This is an optimization exercise on Yosys and OpenROAD, whose aim is small area and a short achievable clock period, not a production implementation.
Function was checked by simulation only, so behaviour that the tests miss may differ from the original.
Power and IR drop assume default switching activity.

==> flow/design.v <==
module add32(a, b, ci, s, p, g);
    input  [31:0] a, b;
    input         ci;
    output [31:0] s;
    output [31:0] p, g;       
    wire [31:0] p0 = a ^ b;
    wire [31:0] g0 = a & b;
    assign p = p0;
    assign g = g0;
    wire [31:0] g1, p1, g2, p2, g3, p3, g4, p4, g5, p5;
    genvar i;
    generate
        for (i = 0; i < 32; i = i + 1) begin : lv
            if (i >= 1)  begin assign g1[i] = g0[i] | (p0[i] & g0[i-1]);  assign p1[i] = p0[i] & p0[i-1];  end
            else         begin assign g1[i] = g0[i]; assign p1[i] = p0[i]; end
            if (i >= 2)  begin assign g2[i] = g1[i] | (p1[i] & g1[i-2]);  assign p2[i] = p1[i] & p1[i-2];  end
            else         begin assign g2[i] = g1[i]; assign p2[i] = p1[i]; end
            if (i >= 4)  begin assign g3[i] = g2[i] | (p2[i] & g2[i-4]);  assign p3[i] = p2[i] & p2[i-4];  end
            else         begin assign g3[i] = g2[i]; assign p3[i] = p2[i]; end
            if (i >= 8)  begin assign g4[i] = g3[i] | (p3[i] & g3[i-8]);  assign p4[i] = p3[i] & p3[i-8];  end
            else         begin assign g4[i] = g3[i]; assign p4[i] = p3[i]; end
            if (i >= 16) begin assign g5[i] = g4[i] | (p4[i] & g4[i-16]); assign p5[i] = p4[i] & p4[i-16]; end
            else         begin assign g5[i] = g4[i]; assign p5[i] = p4[i]; end
        end
    endgenerate
    wire [31:0] c = {g5[30:0] | (p5[30:0] & {31{ci}}), ci};
    assign s = p0 ^ c;
endmodule
`timescale 1ns / 1ps
module PPCPU(
    Clock, Resetn, imem_data, PC,
    inst_if, inst_id,
    Alu_Result_exe, Alu_Result_mem, Alu_Result_wb
);
    input Clock, Resetn;
    input [31:0] imem_data;
    output [31:0] PC, inst_if, inst_id, Alu_Result_exe, Alu_Result_mem, Alu_Result_wb;
    reg [31:2] pc;
    reg [31:0] ir;                  
    reg [31:2] pc4_id;
    reg [2:0]  BState;
    reg        CancelInst, LOADDEPEN;
    reg        beq_exe, bne_exe, beq_mem, bne_mem;
    reg [31:0] res;                 
    reg [31:0] stob;                
    reg        m2reg_exe, wmem_exe, wreg_exe;
    reg [4:0]  wn_exe;
    reg [4:0]  nadr_exe;            
    reg        nwmem_exe;           
    reg [31:0] alu_mem;
    reg        z_mem, m2reg_mem, wreg_mem, nwreg_mem;
    reg [4:0]  wn_mem, nwn_mem;
    reg [31:0] alu_wb;
    assign PC             = {pc, 2'b00};
    assign inst_if        = imem_data;
    assign inst_id        = ir;
    assign Alu_Result_exe = res;
    assign Alu_Result_mem = alu_mem;
    assign Alu_Result_wb  = alu_wb;
    wire [5:0] op   = ir[31:26];
    wire [2:0] fn   = ir[22:20];
    wire [4:0] rs   = ir[9:5];
    wire [4:0] rt   = ir[4:0];
    wire [4:0] rd   = ir[14:10];
    wire [4:0] sa   = ir[19:15];
    wire [4:0] rs_nx = LOADDEPEN ? rs : imem_data[9:5];
    wire [4:0] rt_nx = LOADDEPEN ? rt : imem_data[4:0];
    wire op00 = (op == 6'b000000);
    wire op01 = (op == 6'b000001);
    wire op02 = (op == 6'b000010);
    wire i_add  = op00 & (fn == 3'b001);
    wire i_and  = op01 & (fn == 3'b001);
    wire i_or   = op01 & (fn == 3'b010);
    wire i_xor  = op01 & (fn == 3'b100);
    wire i_sra  = op02 & (fn == 3'b001);
    wire i_srl  = op02 & (fn == 3'b010);
    wire i_sll  = op02 & (fn == 3'b011);
    wire i_addi = (op == 6'b000101);
    wire i_andi = (op == 6'b001001);
    wire i_ori  = (op == 6'b001010);
    wire i_xori = (op == 6'b001100);
    wire i_lw   = (op == 6'b001101);
    wire i_sw   = (op == 6'b001110);
    wire i_beq  = (op == 6'b001111);
    wire i_bne  = (op == 6'b010000);
    wire i_j    = (op == 6'b010010);
    wire i_rs = i_add|i_and|i_or|i_xor|i_addi|i_andi|i_ori|i_xori|i_lw|i_beq|i_bne;
    wire i_rt = i_add|i_and|i_or|i_xor|i_sra|i_srl|i_sll|i_sw|i_beq|i_bne;
    wire wreg_mid = i_add|i_and|i_or|i_xor|i_sll|i_srl|i_sra|i_addi|i_andi|i_ori|i_xori|i_lw;
    wire regrt  = i_addi|i_andi|i_ori|i_xori|i_lw;
    wire shift  = i_sll|i_srl|i_sra;
    wire aluimm = i_addi|i_andi|i_ori|i_xori|i_lw|i_sw;
    wire sext   = i_addi|i_lw|i_sw|i_beq|i_bne;
    wire go     = ~LOADDEPEN & ~CancelInst;
    wire wreg_id = wreg_mid & go;
    wire wmem_id = i_sw & go;
    wire [4:0] wn_id = regrt ? rt : rd;
    wire [31:0] imm = {{16{sext_d & ir[25]}}, ir[25:10]};
    wire [5:0] f_op = imem_data[31:26];
    wire [2:0] f_fn = imem_data[22:20];
    wire [8:0] f_dec;
    assign f_dec[0] = (f_op == 6'b001111) | (f_op == 6'b010000);                           
    assign f_dec[1] = ((f_op == 6'b000001) & (f_fn == 3'b001)) | (f_op == 6'b001001);      
    assign f_dec[2] = ((f_op == 6'b000001) & (f_fn == 3'b010)) | (f_op == 6'b001010);      
    assign f_dec[3] = ((f_op == 6'b000001) & (f_fn == 3'b100)) | (f_op == 6'b001100);      
    assign f_dec[4] = (f_op == 6'b000010) & (f_fn == 3'b010);                              
    assign f_dec[5] = (f_op == 6'b000010) & (f_fn == 3'b011);                              
    assign f_dec[6] = (f_op == 6'b000010) & ((f_fn == 3'b001) | (f_fn == 3'b010) | (f_fn == 3'b011));  
    assign f_dec[7] = (f_op == 6'b000101) | (f_op == 6'b001001) | (f_op == 6'b001010)
                    | (f_op == 6'b001100) | (f_op == 6'b001101) | (f_op == 6'b001110);     
    assign f_dec[8] = (f_op == 6'b000101) | (f_op == 6'b001101) | (f_op == 6'b001110)
                    | (f_op == 6'b001111) | (f_op == 6'b010000);                           
    reg [8:0] dec;
    wire [8:0] dec_nx = LOADDEPEN ? dec : f_dec;    
    wire sext_d   = dec[8];
    wire rsrtequ = z_mem;
    reg ld_n, isJ_n, ci_n;
    reg [2:0] bs_n;
    always @(*) begin
        ld_n = 0;
        if ((rs == wn_exe) && m2reg_exe && i_rs) ld_n = 1;
        if ((rt == wn_exe) && m2reg_exe && i_rt) ld_n = 1;
        if ((rd == wn_exe) && m2reg_exe && i_sw) ld_n = 1;
        isJ_n = (beq_mem & rsrtequ) | (bne_mem & ~rsrtequ);
        ci_n = 0;
        bs_n = BState;
        case (BState)
            3: begin
                if (i_j) bs_n = 2;
                else if (i_beq | i_bne) bs_n = ld_n ? 3'd5 : 3'd0;
            end
            2: bs_n = 3;
            5: bs_n = 0;
            0: bs_n = 1;
            1: bs_n = isJ_n ? 3'd4 : 3'd3;
            4: bs_n = 3;
            default: bs_n = BState;
        endcase
        case (bs_n)
            5, 0, 1: ld_n = 1;
            4, 2:    ci_n = 1;
            default: ;
        endcase
    end
    wire [31:2] pc4;
    genvar gi;
    generate
        for (gi = 2; gi < 32; gi = gi + 1) begin : inc
            if (gi == 2) assign pc4[gi] = ~pc[gi];
            else         assign pc4[gi] = pc[gi] ^ (&pc[gi-1:2]);
        end
    endgenerate
    wire [31:0] bsum;
    add32 br_addr ({2'b00, pc4_id}, {{16{ir[25]}}, ir[25:10]}, 1'b0, bsum, , );
    wire [31:2] bpc = bsum[29:0];
    wire [31:2] jpc = {pc4_id[31:28], ir[25:0]};
    wire take_b = ~CancelInst & ((i_beq & rsrtequ) | (i_bne & ~rsrtequ));
    wire take_j = ~CancelInst & i_j;
    wire [31:2] npc = take_j ? jpc : take_b ? bpc : pc4;
    always @(posedge Clock or negedge Resetn) begin
        if (!Resetn) begin
            pc <= 0; ir <= 0; pc4_id <= 0; dec <= 0;
        end else if (!LOADDEPEN) begin
            pc <= npc; ir <= imem_data; pc4_id <= pc4; dec <= f_dec;
        end
    end
    wire [31:0] wd;
    reg  [31:0] mo;
    wire [4:0] wn_mem_c = ~nwn_mem;
    wire [31:1] we_rf, nwe_rf;
    reg  [31:1] rv;
    wire [31:0] rf [1:31];
    wire [31:1] sela, selb, inia, inib;
    generate
        for (gi = 1; gi < 32; gi = gi + 1) begin : regs
            reg [31:0] r;
            assign we_rf[gi]  = wreg_mem & (wn_mem == gi);
            assign nwe_rf[gi] = ~(~nwreg_mem & (wn_mem_c == gi));
            always @(posedge Clock)
                r <= ({32{we_rf[gi]}} & wd) | ({32{nwe_rf[gi]}} & r);
            always @(posedge Clock or negedge Resetn)
                if (!Resetn) rv[gi] <= 1'b0;
                else         rv[gi] <= rv[gi] | we_rf[gi];
            assign rf[gi] = r;
            assign sela[gi] = (rs_nx == gi) & rv[gi];
            assign selb[gi] = (rt_nx == gi) & rv[gi];
            assign inia[gi] = (rs_nx == gi) & ~rv[gi];
            assign inib[gi] = (rt_nx == gi) & ~rv[gi];
        end
    endgenerate
    reg [31:0] rfa, rfb;
    integer k;
    always @(*) begin
        rfa = 0; rfb = 0;
        for (k = 1; k < 32; k = k + 1) begin
            rfa = rfa | ({32{sela[k]}} & rf[k]);
            rfb = rfb | ({32{selb[k]}} & rf[k]);
        end
        for (k = 1; k <= 8; k = k + 1) begin
            rfa = rfa | ({32{inia[k]}} & k);
            rfb = rfb | ({32{inib[k]}} & k);
        end
    end
    wire wbyp = wreg_mem & (wn_mem != 0);
    wire [31:0] qa_n = (wbyp && wn_mem == rs_nx) ? wd : rfa;
    wire [31:0] qb_n = (wbyp && wn_mem == rt_nx) ? wd : rfb;
    reg  [31:0] qa, qb;
    reg         fa_exe, fa_mem, fb_exe, fb_mem;
    reg         sA_sa, sA_res, sA_mem, sA_q, sB_imm, sB_res, sB_mem, sB_q;
    reg         al_arith, al_sub, al_and, al_or, al_xor, al_srl, al_sll;
    wire fa_exe_n = wreg_id  && (rs_nx == wn_id);
    wire fa_mem_n = wreg_exe && (rs_nx == wn_exe);
    wire fb_exe_n = wreg_id  && (rt_nx == wn_id);
    wire fb_mem_n = wreg_exe && (rt_nx == wn_exe);
    always @(posedge Clock or negedge Resetn) begin
        if (!Resetn) begin
            qa <= 0; qb <= 0;
            fa_exe <= 0; fa_mem <= 0; fb_exe <= 0; fb_mem <= 0;
            sA_sa <= 0; sA_res <= 0; sA_mem <= 0; sA_q <= 1;
            sB_imm <= 0; sB_res <= 0; sB_mem <= 0; sB_q <= 1;
            al_arith <= 1; al_sub <= 0; al_and <= 0; al_or <= 0; al_xor <= 0; al_srl <= 0; al_sll <= 0;
        end else begin
            sA_sa  <= dec_nx[6];
            sA_res <= ~dec_nx[6] & fa_exe_n;
            sA_mem <= ~dec_nx[6] & ~fa_exe_n & fa_mem_n;
            sA_q   <= ~dec_nx[6] & ~fa_exe_n & ~fa_mem_n;
            sB_imm <= dec_nx[7];
            sB_res <= ~dec_nx[7] & fb_exe_n;
            sB_mem <= ~dec_nx[7] & ~fb_exe_n & fb_mem_n;
            sB_q   <= ~dec_nx[7] & ~fb_exe_n & ~fb_mem_n;
            al_arith <= ci_n | ~(dec_nx[1] | dec_nx[2] | dec_nx[3] | dec_nx[4] | dec_nx[5]);
            al_sub <= ~ci_n & dec_nx[0];
            al_and <= ~ci_n & dec_nx[1];
            al_or  <= ~ci_n & dec_nx[2];
            al_xor <= ~ci_n & dec_nx[3];
            al_srl <= ~ci_n & dec_nx[4];
            al_sll <= ~ci_n & dec_nx[5];
            qa <= qa_n; qb <= qb_n;
            fa_exe <= fa_exe_n;
            fa_mem <= fa_mem_n;
            fb_exe <= fb_exe_n;
            fb_mem <= fb_mem_n;
        end
    end
    wire [31:0] A   = ({32{sA_sa}}  & {27'b0, sa})
                    | ({32{sA_res}} & res)
                    | ({32{sA_mem}} & alu_mem)
                    | ({32{sA_q}}   & qa);
    wire [31:0] Bx  = ({32{sB_imm}} & imm)
                    | ({32{sB_res}} & (res     ^ {32{al_sub}}))
                    | ({32{sB_mem}} & (alu_mem ^ {32{al_sub}}))
                    | ({32{sB_q}}   & (qb      ^ {32{al_sub}}));
    wire [31:0] Bn  = fb_exe ? res : fb_mem ? alu_mem : qb;    
    wire [31:0] sum;
    wire [31:0] ap, ag;
    add32 alu_add (A, Bx, al_sub, sum, ap, ag);
    wire [31:0] Bn_r, sh_in, sr, sr_r;
    generate
        for (gi = 0; gi < 32; gi = gi + 1) begin : rev
            assign Bn_r[gi] = Bx[31-gi];
            assign sr_r[gi] = sr[31-gi];
        end
    endgenerate
    assign sh_in = dec[5] ? Bn_r : Bx;
    assign sr = sh_in >> sa;
    wire [31:0] other = ({32{al_and}} & ag)
                      | ({32{al_or}}  & (ap | ag))
                      | ({32{al_xor}} & ap)
                      | ({32{al_srl}} & sr)
                      | ({32{al_sll}} & sr_r);
    wire [31:0] res_n = al_arith ? sum : other;
    always @(posedge Clock or negedge Resetn) begin
        if (!Resetn) begin
            BState <= 3; CancelInst <= 0; LOADDEPEN <= 0;
            beq_exe <= 0; bne_exe <= 0; beq_mem <= 0; bne_mem <= 0;
            res <= 0; m2reg_exe <= 0; wmem_exe <= 0; wreg_exe <= 0; wn_exe <= 0;
            nwmem_exe <= 1;
            alu_mem <= 0; z_mem <= 0; m2reg_mem <= 0; wreg_mem <= 0; nwreg_mem <= 1; wn_mem <= 0;
            alu_wb <= 0;
        end else begin
            BState <= bs_n; CancelInst <= ci_n; LOADDEPEN <= ld_n;
            beq_exe <= i_beq; bne_exe <= i_bne; beq_mem <= beq_exe; bne_mem <= bne_exe;
            res <= res_n; m2reg_exe <= i_lw; wmem_exe <= wmem_id; wreg_exe <= wreg_id; wn_exe <= wn_id;
            nwmem_exe <= ~wmem_id;
            alu_mem <= res; z_mem <= ~|res; m2reg_mem <= m2reg_exe;
            wreg_mem <= wreg_exe; nwreg_mem <= ~wreg_exe; wn_mem <= wn_exe;
            alu_wb <= alu_mem;
        end
    end
    wire [4:0] adr_exe_c = ~nadr_exe;
    wire [31:0] we_dm, nwe_dm;
    reg  [31:0] dv;
    wire [31:0] dm [0:31];
    wire [31:0] dsel, dini;
    generate
        for (gi = 0; gi < 32; gi = gi + 1) begin : words
            reg [31:0] m;
            assign we_dm[gi]  = wmem_exe & (res[4:0] == gi);
            assign nwe_dm[gi] = ~(~nwmem_exe & (adr_exe_c == gi));
            always @(posedge Clock)
                m <= ({32{we_dm[gi]}} & stob) | ({32{nwe_dm[gi]}} & m);
            always @(posedge Clock or negedge Resetn)
                if (!Resetn) dv[gi] <= 1'b0;
                else         dv[gi] <= dv[gi] | we_dm[gi];
            assign dm[gi] = m;
            assign dsel[gi] = (alu_mem[4:0] == gi) & dv[gi];
            assign dini[gi] = (alu_mem[4:0] == gi) & ~dv[gi];
        end
    endgenerate
    always @(*) begin
        mo = 0;
        for (k = 0; k < 32; k = k + 1)
            mo = mo | ({32{dsel[k]}} & dm[k]);
        for (k = 1; k <= 8; k = k + 1)
            mo = mo | ({32{dini[k]}} & k);
    end
    assign wd = m2reg_mem ? mo : alu_mem;
    always @(posedge Clock) begin
        stob     <= Bn;
        nadr_exe <= ~res_n[4:0];
        nwn_mem  <= ~wn_exe;
    end
endmodule
==> flow/flow/run.sh <==
#!/bin/bash
# The standard layout (the standard.sh, standard synthesis unchanged), with the
# port buffers that buffer_ports inserts made plain buffers (sky130_fd_sc_hd__buf_2)
# instead of the delay cell it picks by default; the resizer may still resize them.
set -euo pipefail
export BUFFER_PORTS_ARGS="-buffer_cell sky130_fd_sc_hd__buf_2"
bash standard.sh > standard_sh.log 2>&1
==> flow/standard.sh <==
#!/bin/bash
# synth_recipe.tcl (not shown) runs the flow's synth.tcl, then flattens the netlist and writes it again
# the make line also repeats each setting of config.mk as NAME=value (left out here)
make -C /OpenROAD-flow-scripts/flow DESIGN_CONFIG=/design/flow/config.mk WORK_HOME=/design/flow/orfs CLKGATE_MAP_FILE= SYNTH_SCRIPT=/design/flow/synth_recipe.tcl "${@:-finish}"
==> flow/config.mk <==
export PLATFORM = sky130hd
export DESIGN_NAME = PPCPU
export DESIGN_NICKNAME = PPCPU
export VERILOG_FILES = /design/flow/design.v
export SDC_FILE = /design/flow/constraint.sdc
export NUM_CORES = 4
export LEC_CHECK = 0
export CAP_MARGIN = 20
export CORE_MARGIN = 2
export CORE_UTILIZATION = 45
export CTS_CLUSTER_DIAMETER = 100
export CTS_CLUSTER_SIZE = 24
export SETUP_SLACK_MARGIN = 4.5
export SLEW_MARGIN = 20
export TNS_END_PERCENT = 50
==> flow/constraint.sdc <==
create_clock -name core_clock -period 8.5 [get_ports {Clock}]
set_input_delay 1.7000 -clock core_clock [delete_from_list [all_inputs] [get_ports {Clock}]]
set_output_delay 1.7000 -clock core_clock [all_outputs]
set_load 0.01 [all_outputs]
==> flow_metrics.env <==
export IMPL_place_ws_ps=2840
export IMPL_die_h_um=483
export IMPL_cts_buffer_depth=3
export IMPL_synth_distinct_cells=99
export IMPL_hold_violations=0
export IMPL_tns_ps=0
export IMPL_setup_ws_ps=4360
export IMPL_insertion_delay_ps=900
export IMPL_cts_made_buffers=118
export IMPL_cap_violations=0
export IMPL_num_io_pins=226
export IMPL_drt_vias_per_instance=8.22
export IMPL_crit_path_top_delay_cell="a222oi_1"
export IMPL_syn_area_per_cell_sq_um=10.3
export IMPL_drtAntennaViolNets=0
export IMPL_cts_tree="yes"
export IMPL_end_kind="register"
export IMPL_seq_power_share=0.557
export IMPL_synth_top_area_cell="dfxtp_1"
export IMPL_setup_violations=0
export IMPL_min_period_ps=4140
export IMPL_arrival_ps=4860
export IMPL_crit_family="compound AO/OA/AOI/OAI gates"
export IMPL_synth_edff_count=0
export IMPL_grt_start_max_net_pins=87
export IMPL_hold_start="bne_exe"
export IMPL_fin_util=0.497
export IMPL_yosysSeqAreaShare=0.488
export IMPL_drc=0
export IMPL_cts_hold_buf=0
export IMPL_yosysWarnings=1
export IMPL_worstSetupStartpointType="register"
export IMPL_antenna_found_initial=62
export IMPL_cts_root_buf="clkbuf_16"
export IMPL_area_growth_pct=9.69
export IMPL_cp_required_ps=9220
export IMPL_io_buffers=223
export IMPL_switchingPower_uw=6900
export IMPL_grt_pass1_wl_mm=795
export IMPL_clkPwrFrac=0.302
export IMPL_synthCells=9973
export IMPL_final_common_cell="a22o_1"
export IMPL_h_tree_depth=3
export IMPL_worstMarginPinSlew_ps=1230
export IMPL_gp_congestion=1.03
export IMPL_wl_mm=595
export IMPL_max_slew_margin_rel=0.177
export IMPL_fin_crit_sh=0.487
export IMPL_num_rows=175
export IMPL_layout_drive_gt1_share=0.148
export IMPL_path_max_fanout=7
export IMPL_grt_usage=0.486
export IMPL_async_reset_ff_frac=0.151
export IMPL_rr_startpoint="alu_mem[7]"
export IMPL_max_freq_mhz=241
export IMPL_wire_per_inst_um=46.7
export IMPL_grt_pass1_vias=94200
export IMPL_hp_class="reg -> reg"
export IMPL_grt_setup_unrepaired="true"
export IMPL_grt_overflow_total=0
export IMPL_worst_setup_path_type="reg -> reg"
export IMPL_num_vias=105000
export IMPL_synth_top_area_frac=0.400
export IMPL_cts_sinks=2424
export IMPL_fp_dieW_um=483
export IMPL_start_util=0.453
export IMPL_internal_power_uw=15700
export IMPL_dpl_cell_area_sq_um=107000
export IMPL_core_area_sq_um=227000
export IMPL_placed_cells=12400
export IMPL_netlist_area_sq_um=103000
export IMPL_design_area_sq_um=113000
export IMPL_outcome="complete, no violations"
export IMPL_p_comb_frac=0.140
export IMPL_p_per_area_nw_per_um2=200
export IMPL_power_share_switching=0.305
export IMPL_synth_flop_cell="dfxtp_1"
export IMPL_place_hpwl_mm=336
export IMPL_fin_cells=12800
export IMPL_drtPass1Iterations=14
export IMPL_clk_pin_slew_worst_paths_ps=100
export IMPL_synthTopCellsByArea="dfxtp_1 40%, a22o_1 20%, dfrtp_1 8.7%"
export IMPL_path_buf_inv=1
export IMPL_ys_ff_latch=2424
export IMPL_design_die_area_sq_um=233000
export IMPL_initialDrtViolationCount=22500
export IMPL_layout_common_cells="2396 x a22o_1, 2037 x dfxtp_1, 571 x a22oi_1"
export IMPL_finClkSkew_ps=66.7
export IMPL_slowest_delay_ps=1070
export IMPL_startpoint="alu_mem[7]"
export IMPL_num_nets_final=9755
export IMPL_drv_slew=0
export IMPL_leakagePower_uw=0.0440
export IMPL_worst_ir_drop_vdd_mv=0.194
export IMPL_path_cells="a222oi_1 > inv_1 > ha_1 > a21oi_1 > o22ai_1 > o31ai_4 > a21boi_2 > o21ai_1 > nand2b_1 > a221oi_2 > xor2_1 > a22oi_1"
==> worst register-to-register path: stages (launching register included) <==
cell and delay [ps]:
dfrtp_1 670, a222oi_1 1080, inv_1 120, ha_1 440, a21oi_1 220, o22ai_1 160
o31ai_4 270, a21boi_2 100, o21ai_1 180, nand2b_1 160, a221oi_2 280, xor2_1 180
a22oi_1 100
==> area by class of cell <==
type / count / area, sq um
Fill cell: 20400 / 114000
Sequential cell: 2424 / 50400
Multi-Input combinational cell: 6239 / 49400
Timing Repair Buffer: 697 / 5250
Tap cell: 3009 / 3760
Clock buffer: 165 / 3170
Inverter: 140 / 537
Clock inverter: 26 / 367
Antenna cell: 53 / 133
Timing Repair inverter: 1 / 7.51
==> per-layer routing <==
layer / part of all wire / wire length, um / vias to the layer above / track usage
met5: 0.0011 / 676 / - / 0.0178
met4: 0.11 / 63900 / 33 / 0.387
met3: 0.16 / 94900 / 3893 / 0.222
met2: 0.39 / 230000 / 11300 / 0.660
met1: 0.35 / 205000 / 51000 / 0.587
li1: - / - / 38500 / -
==> final timing paths <==
check                           to  slack (ps)  depth (start not counted)
max                        res[21]        4360                         12
min                        bne_mem         360                          0
max reg2reg                res[21]        4360                         12
min reg2reg                bne_mem         360                          0
max in group asynchronous   qb[29]        5050                          3
min in group asynchronous    dv[9]         920                          1
==> state kept, by name, indices dropped and copies added, names as in the netlist, 3 cells and up <==
register  flops
words.m    1024
regs.r      992
alu_mem      32
alu_wb       32
dv           32
ir           32
qa           32
qb           32
res          32
stob         32
rv           31
pc4_id       30
pc           30
dec           9
nadr_exe      5
nwn_mem       5
wn_exe        5
wn_mem        5
BState        3
==> cell usage after synthesis (all sizes together), types with 81 or more instances <==
| cell | n |
|---|---|
| a21oi | 168 |
| a221oi | 464 |
| a222oi | 113 |
| a22o | 2396 |
| a22oi | 582 |
| and3 | 104 |
| buf | 150 |
| clkbuf | 1024 |
| dfrtp | 359 |
| dfxtp | 2058 |
| ha | 98 |
| inv | 137 |
| mux2i | 81 |
| nand2 | 463 |
| nand2b | 86 |
| nand3 | 135 |
| nand4 | 233 |
| nor2 | 244 |
| nor3 | 107 |
| o21ai | 157 |
==> metrics by stage <==
step	total power, uW	hold WS, ps
after global routing	23100	364
after detailed placement	15600	335
after floorplan	14300	331
final	22600	357
after global placement	15600	334
after CTS	22200	359
==> power groups by stage <==
stage	Clock, uW	Combinational (uW)	Sequential, uW
2_1_floorplan	0	1760	12500
3_3_place_gp	0	2770	12800
3_5_place_dp	0	2810	12800
4_1_cts	6760	2930	12600
5_1_grt	7150	3310	12600
6_report	6850	3170	12600
==> kinds of logic after synthesis <==
logic type,Yosys count,share of synthesized area
DFF,2424,0.488
and+or+nand+nor,1604,0.0781
xor gates and xnor gates,113,0.00960
AOI/OAI and AO/OA,4263,0.344
adders and majority gates,100,0.0123
buffers and inverters,1314,0.0509
muxes,154,0.0170
other,1,0.0000364
==> repair_timing <==
| action | 4_1_cts | 5_1_grt |
|---|---|---|
| setup buffers | 52 | 90 |
| resized for setup | 125 | 164 |
| setup endpoints to repair | 1094 | 140 |
| pin swaps | 28 | 60 |
| gates cloned | 4 | 5 |

[afterwards: timing with drivers on the ports]
In the flow no input, the clock included, has a driving cell. The finished layout below was timed again as built, in two steps. Step 1 (the two cells are an assumption about what drives the block):
set clk [get_ports {Clock}]
set_driving_cell -lib_cell sky130_fd_sc_hd__clkbuf_16 $clk
set_driving_cell -lib_cell sky130_fd_sc_hd__buf_2 [delete_from_list [all_inputs] $clk]
Step 2 adds t to the input delays and takes it off the output delays; t is the mean of the earliest and latest rising clock arrival at the registers after step 1. Input paths then give back, and output paths get back, about the clock's delay inside the block. Three values: ideal, step 1, step 2; two values: the first two.
t, ns: 0.969
setup WS [ns]: 4.359 / 4.324 / 3.491
hold WS [ns]: 0.357 / 0.357 / 0.357
worst setup path after step 2: input to register
After both steps setup and hold are still met in this run. For this run, drivers alone change the setup slack by -0.035 ns; drivers and shift together by -0.868 ns.
